Source: an optimization exercise on an open RTL-to-GDS flow (aim: small area). Production flows keep margins and buffers that such runs may drop. Only simulation tests tie the RTL to the original design; equivalence was not proved.

## gci_std_display_character
module gci_std_display_character #(
		parameter P_AREA_H = 640,
		parameter P_AREA_V = 480,
		parameter P_AREAA_HV_N = 19,
		parameter P_MEM_ADDR_N = 23
	)(
		input wire iCLOCK,
		input wire inRESET,
		input wire iRESET_SYNC,
		input wire iIF_VALID,
		output wire oIF_BUSY,
		input wire [13:0] iIF_ADDR,	 
		input wire [31:0] iIF_DATA,
		output wire oIF_FINISH,
		output wire oIF_VALID,
		input wire iIF_BUSY,
		output wire [P_MEM_ADDR_N-1:0] oIF_ADDR,
		output wire [23:0] oIF_DATA
	);
clock: 10.0 ns
lec_check: 0
abc_area: 1
cap_margin: 20
core_margin: 2
core_utilization: 30
gpl_timing_driven: 0
place_density: 0.45
setup_slack_margin: 0.4
slew_margin: 20
synth_memory_max_bits: 32768
standard.sh (not shown) runs the stock make flow with config.mk's settings and CLKGATE_MAP_FILE= SYNTH_SCRIPT=/design/flow/synth_recipe.tcl, a recipe that flattens the netlist after the stock synthesis.
==> flow/flow/run.sh <==
#!/bin/bash
# Own flow: the standard flow with two changes.
# 1. Synthesis: ORFS's synthesis script as the standard synthesis runs it, but with
#    an area-oriented ABC script (a few are tried, optionally without Yosys's
#    full-adder extraction) in place of ORFS's delay-oriented one; the smallest
#    netlist whose registers are exactly the standard synthesis's is kept.
#    No buffers are added for outputs that share a net (OpenROAD reads the
#    assign statements; the port buffers follow in placement).
# 2. Layout: the smallest buffer on the ports, and a clock tree of clkbuf_8.
set -euo pipefail
W=$(pwd)
R=$W/orfs/results/$FLOW_PLATFORM/gci_std_display_character/base
REP=$W/orfs/reports/$FLOW_PLATFORM/gci_std_display_character/base
bash standard.sh synth > $W/std_synth.log 2>&1
cp $R/1_2_yosys.v $W/std_1_2_yosys.v
cp $R/1_2_yosys.sdc $W/std_1_2_yosys.sdc
cp $REP/synth_stat.txt $W/std_synth_stat.txt
std_area=$(sed -n "s/.*Chip area for module .*: \([0-9.]*\).*/\1/p" $W/std_synth_stat.txt | tail -1)
echo "standard $std_area" > $W/synth_areas.txt
best=""; best_area=$std_area
for s in nfm nf amap; do
  for fa in 0 1 2; do
    t=synth_${s}_fa${fa}
    # fa: 0 = Yosys's adder extraction as is, 1 = none, 2 = full adders only
    xfa="extract_fa {*}[dont_use_extract_fa_args]"
    [[ $fa == 1 ]] && xfa=""
    [[ $fa == 2 ]] && xfa="extract_fa -fa {*}[dont_use_extract_fa_args]"
    sed -e "s#^\(\s*\)extract_fa {\*}\[dont_use_extract_fa_args\]#\1$xfa#" \
        -e "s#^\(\s*\)insbuf -buf #\1\# insbuf -buf #" \
        -e "s#^\(\s*\)log_cmd abc {\*}\$abc_args#\1log_cmd abc -script $W/flow/$s.abc {*}[lrange \$abc_args 2 end]#" \
        $FLOW_HOME/scripts/synth.tcl > $W/$t.tcl
    sed -e "s#^source \$::env(SCRIPTS_DIR)/synth.tcl#source $W/$t.tcl#" $W/synth_recipe.tcl > $W/my_$t.tcl
    rm -f $R/1_2_yosys.v $R/1_2_yosys.sdc $R/1_synth.odb $R/1_synth.sdc
    if bash standard.sh "SYNTH_SCRIPT=$W/my_$t.tcl" $R/1_2_yosys.v > $W/$t.log 2>&1 \
       && cp $R/1_2_yosys.v $W/$t.v && cp $REP/synth_stat.txt $W/$t.stat \
       && python3 $W/flow/same_regs.py $W/std_1_2_yosys.v $W/$t.v > $W/$t.regs 2>&1; then
      a=$(sed -n "s/.*Chip area for module .*: \([0-9.]*\).*/\1/p" $W/$t.stat | tail -1)
      echo "$t $a" >> $W/synth_areas.txt
      # (far smaller than the standard netlist would mean lost logic)
      if python3 -c "import sys; sys.exit(0 if $a < $best_area and $a > 0.5 * $std_area else 1)"; then
        best=$t; best_area=$a
      fi
    fi
  done
done
echo "chosen ${best:-standard} $best_area" >> $W/synth_areas.txt
rm -f $R/1_2_yosys.v $R/1_2_yosys.sdc $R/1_synth.odb $R/1_synth.sdc
if [[ -n "$best" ]]; then cp $W/$best.v $R/1_2_yosys.v; else cp $W/std_1_2_yosys.v $R/1_2_yosys.v; fi
cp $W/std_1_2_yosys.sdc $R/1_2_yosys.sdc
bash standard.sh finish "BUFFER_PORTS_ARGS=-buffer_cell sky130_fd_sc_hd__buf_1" \
  "CTS_ARGS=-sink_clustering_enable -repair_clock_nets -dont_use_dummy_load -buf_list sky130_fd_sc_hd__clkbuf_8 -sink_clustering_size 30" \
  > $W/std_finish.log 2>&1
Other scripts of this flow, unchanged in this note and not shown: flow/flow/amap.abc, flow/flow/nf.abc, flow/flow/nfm.abc, flow/flow/same_regs.py
The starting point produced a layout that fails on max-capacitance violations, max-slew violations.
Next try:
--- a/flow/config.mk
+++ b/flow/config.mk
@@ -9 +9 @@
-export CAP_MARGIN = 20
+export CAP_MARGIN = 40
@@ -15 +15 @@
-export SLEW_MARGIN = 20
+export SLEW_MARGIN = 40
Result: Now the flow went through all stages and came out clean; routed wire length falls slightly; final cell count stays flat; utilization went up by 0.32 points; global-route usage goes down by 0.44 points; setup slack gets better by 0.63 ns; worst hold slack loses 0.025 ns; flip-flop and latch count does not change; via count came out higher slightly.

## separate check: timing with driven ports
The results above use ideal ports. As a check the final layouts listed here were re-extracted and re-timed, cells and wires unchanged.
Step 1 sets driving cells, clkbuf_16 on the clock port and buf_2 on the other inputs (assumed; they add their load-dependent delay and slew).
Step 2 adds t to the input delays and takes it off the output delays; t is the mean of the earliest and latest rising clock arrival at the registers after step 1. Input paths then give back, and output paths get back, about the clock's delay inside the block.
Three values: ideal, step 1, step 2; two values: the first two.
| run | t, ns | slack for setup (ns) | worst register clock-pin slew, ns | pins driven straight from the clock port |
|---|---|---|---|---|
| the first run | 0.328 | 1.067 / 1.034 / 1.362 | 0.10 / 0.10 | 1 |
| the second run | 0.324 | 1.699 / 1.669 / 1.993 | 0.10 / 0.10 | 1 |
